From an optimization exercise on the open Yosys and OpenROAD flow, aimed at small area, a short achievable clock period and few clock cycles per item; shortcuts taken in it are not production practice. RTL that was checked went through simulation tests only; none was proved equivalent to the original. No activity file was given, so power comes from the tool's default toggle rates.

Setup of run Z:
==> module systolic_array, before the edit <==
module systolic_array #(
    parameter M          = 4,
    parameter N          = 16,
    parameter K          = 4,
    parameter DATA_WIDTH = 32
) (
    input                           clk,
    input                           rst_n,
    input      [DATA_WIDTH*M-1:0]   X,
    input      [DATA_WIDTH*K-1:0]   W,
    output     [DATA_WIDTH*M*K-1:0] Y,
    output reg                      done
);
  localparam DUP = 2;
  genvar i, j, c;
  wire [31:0] xm1 [0:3][0:DUP-1];
  wire [31:0] xm3 [0:3][0:DUP-1];
  wire [54:0] wer [0:3][0:DUP-1];
  for (c = 0; c < DUP; c = c + 1) begin : g_dup
    for (i = 0; i < 4; i = i + 1) begin : g_x
      xin u_xin (.clk(clk), .x(X[32*i +: 32]), .xm1(xm1[i][c]), .xm3(xm3[i][c]));
    end
    for (j = 0; j < 4; j = j + 1) begin : g_w
      win u_win (.clk(clk), .w(W[32*j +: 32]), .wer(wer[j][c]));
    end
  end
  reg [4:0] cnt;
  always @(posedge clk) begin
    if (~rst_n) begin
      cnt  <= 5'd0;
      done <= 1'b0;
    end else begin
      if (cnt != 5'd31) cnt <= cnt + 5'd1;
      if (cnt == 5'd17) done <= 1'b1;
    end
  end
  for (i = 0; i < 4; i = i + 1) begin : g_r
    for (j = 0; j < 4; j = j + 1) begin : g_c
      pe u_pe (
        .clk   (clk),
        .rst_n (rst_n),
        .xm1 (xm1[i][j*DUP/4]),
        .xm3 (xm3[i][j*DUP/4]),
        .we    (wer[j][i*DUP/4]),
        .y     (Y[32*(4*i+j) +: 32])
      );
    end
  end
endmodule
clock: 8.0 ns
lec_check: 0
cap_margin: 20
core_margin: 2
core_utilization: 38
place_density: 0.55
setup_slack_margin: 4.6
slew_margin: 20
synth_hierarchical: 1
run.sh (not shown) runs the stock make flow with config.mk's settings and CLKGATE_MAP_FILE= SYNTH_SCRIPT=/design/flow/synth_recipe.tcl, a recipe that flattens the netlist after the stock synthesis.
Testbench counts of run Z, summed over its fixed seeds: cycles 4,864, gemms 256.
What run M does differently from run Z at the input level:
--- a/flow/design.v
+++ b/flow/design.v
@@ -470,9 +470,9 @@
     input      [DATA_WIDTH*K-1:0]   W,
     output     [DATA_WIDTH*M*K-1:0] Y,
     output reg                      done
 );
-  localparam DUP = 2;
+  localparam DUP = 1;
   genvar i, j, c;
   wire [31:0] xm1 [0:3][0:DUP-1];
   wire [31:0] xm3 [0:3][0:DUP-1];
   wire [54:0] wer [0:3][0:DUP-1];
[summary]
- Of run Z and run M, only run M never reached the final stage.
- What ended run M was a tool error in 5_1_grt; the run never finished.
- Re count of hold buffers inserted by post-cts repair: no difference whatsoever between run M and run Z.
- Run Z -> run M: cell count after placement decreased by a little under 10%
- Against run Z, run M reports a post-DP HPWL that is lower.
- From run Z to run M the numbers moved as follows: number of placement rows went down; post-synthesis instance area went down.
- Worst slack at placement: run M vs run Z up 0.30 ns
- Diff run M..run Z | average footprint of a synthesized cell | negligible
- | number of instances in the synthesized netlist | run M vs run Z | about 7% lower |
- Vertical die dimension: run M vs run Z down about 3.7%
For run M, only the layout was checked, not whether the RTL still works.

========
Another version of the RTL of systolic_array (not shown whole).
Size in the first run: roughly 770 I/O pins, ~0.26 mm^2 of cells after synthesis.
==> module systolic_array, before the edit <==
module systolic_array #(
    parameter M          = 4,
    parameter N          = 16,
    parameter K          = 4,
    parameter DATA_WIDTH = 32
) (
    input                           clk,
    input                           rst_n,
    input      [DATA_WIDTH*M-1:0]   X,
    input      [DATA_WIDTH*K-1:0]   W,
    output     [DATA_WIDTH*M*K-1:0] Y,
    output reg                      done
);
  localparam DX1 = 4;
  localparam DX3 = 2;
  localparam DW  = 2;
  genvar i, j, c;
  wire [31:0] xm1 [0:3][0:DX1-1];
  wire [31:0] xm3 [0:3][0:DX3-1];
  wire [54:0] wer [0:3][0:DW-1];
  for (i = 0; i < 4; i = i + 1) begin : g_x
    wire [31:0] x3;
    times3 u_t3 (.x(X[32*i +: 32]), .y(x3));
    for (c = 0; c < DX1; c = c + 1) begin : g_c1
      dq #(.W(32)) u_q (.clk(clk), .d(X[32*i +: 32]), .q(xm1[i][c]));
    end
    for (c = 0; c < DX3; c = c + 1) begin : g_c3
      dq #(.W(32)) u_q (.clk(clk), .d(x3), .q(xm3[i][c]));
    end
  end
  for (j = 0; j < 4; j = j + 1) begin : g_w
    wire [54:0] enc;
    encw u_e (.w(W[32*j +: 32]), .enc(enc));
    for (c = 0; c < DW; c = c + 1) begin : g_cw
      dq #(.W(55)) u_q (.clk(clk), .d(enc), .q(wer[j][c]));
    end
  end
  reg [4:0] cnt;
  always @(posedge clk) begin
    if (~rst_n) begin
      cnt  <= 5'd0;
      done <= 1'b0;
    end else begin
      if (cnt != 5'd31) cnt <= cnt + 5'd1;
      if (cnt == 5'd17) done <= 1'b1;
    end
  end
  for (i = 0; i < 4; i = i + 1) begin : g_r
    for (j = 0; j < 4; j = j + 1) begin : g_c
      pe u_pe (
        .clk   (clk),
        .rst_n (rst_n),
        .xm1   (xm1[i][j*DX1/4]),
        .xm3   (xm3[i][j*DX3/4]),
        .we    (wer[j][i*DW/4]),
        .y     (Y[32*(4*i+j) +: 32])
      );
    end
  end
endmodule
clock: 8.0 ns
lec_check: 0
cap_margin: 20
core_aspect_ratio: 0.4
core_margin: 2
core_utilization: 46
place_density: 0.62
setup_slack_margin: 4.6
slew_margin: 20
synth_hierarchical: 1
standard.sh (not shown) runs the stock make flow with config.mk's settings and CLKGATE_MAP_FILE= SYNTH_SCRIPT=/design/flow/synth_recipe.tcl, a recipe that flattens the netlist after the stock synthesis.
==> flow/flow/run.sh <==
#!/bin/bash
set -euo pipefail
bash standard.sh \
  "BUFFER_PORTS_ARGS=-buffer_cell sky130_fd_sc_hd__buf_2" \
  "MATCH_CELL_FOOTPRINT=0" \
  "CTS_ARGS=-sink_clustering_enable -repair_clock_nets -dont_use_dummy_load" \
  finish > standard.log 2>&1
Testbench counts at the start, summed over its fixed seeds: cycles 4,864, gemms 256.
Edit:
--- a/flow/design.v
+++ b/flow/design.v
@@ -472,7 +472,7 @@
     output     [DATA_WIDTH*M*K-1:0] Y,
     output reg                      done
 );
-  localparam DX1 = 4;
+  localparam DX1 = 2;
   localparam DX3 = 2;
   localparam DW  = 2;
   genvar i, j, c;
Effect:
- The new run finished with timing, DRC and antenna clean
- clock skew is about the same
- final area went down by 0.99%
- total power went down by 1.9%
- utilization went up by 0.60 points
- wire length went down by 3.3%
- non-clock buffer count went up by 117
- worst setup slack gains 0.013 ns
- clock power went down by about 8%
- sequential power went down by about 4%
- hold slack gains 0.0075 ns
- cell count went down by 0.88%
- fmax went up by 0.38%
Testbench counts after the change, summed over its fixed seeds: cycles 4,864, gemms 256.

-- afterwards: timing with drivers on the ports --
No port has a modelled driver above. Below, the same layouts with a new extraction and two added sets of constraints.
Step 1 sets driving cells, clkbuf_16 on the clock port and buf_2 on the other inputs (assumed; they add their load-dependent delay and slew).
Step 2 times the ports against the registers' clock, not the clock port: input delays grow and output delays shrink by t, the midpoint of the rising clock arrivals with the driver on.
Three values: ideal ports, drivers, drivers and shift; two values: the first two.
run | shift t [ns] | setup slack, ns | pins driven straight from the clock port
run Z | 1.200 | 4.454 / 4.454 / 3.461 | 1
the first run of note 2 | 1.130 | 4.473 / 4.447 / 3.630 | 1
the second run of note 2 | 1.103 | 4.486 / 4.486 / 3.798 | 1
After both steps every run listed still meets setup and hold. For run Z, which loses most, drivers alone change the setup slack by 0.000 ns; drivers and shift together by -0.993 ns.
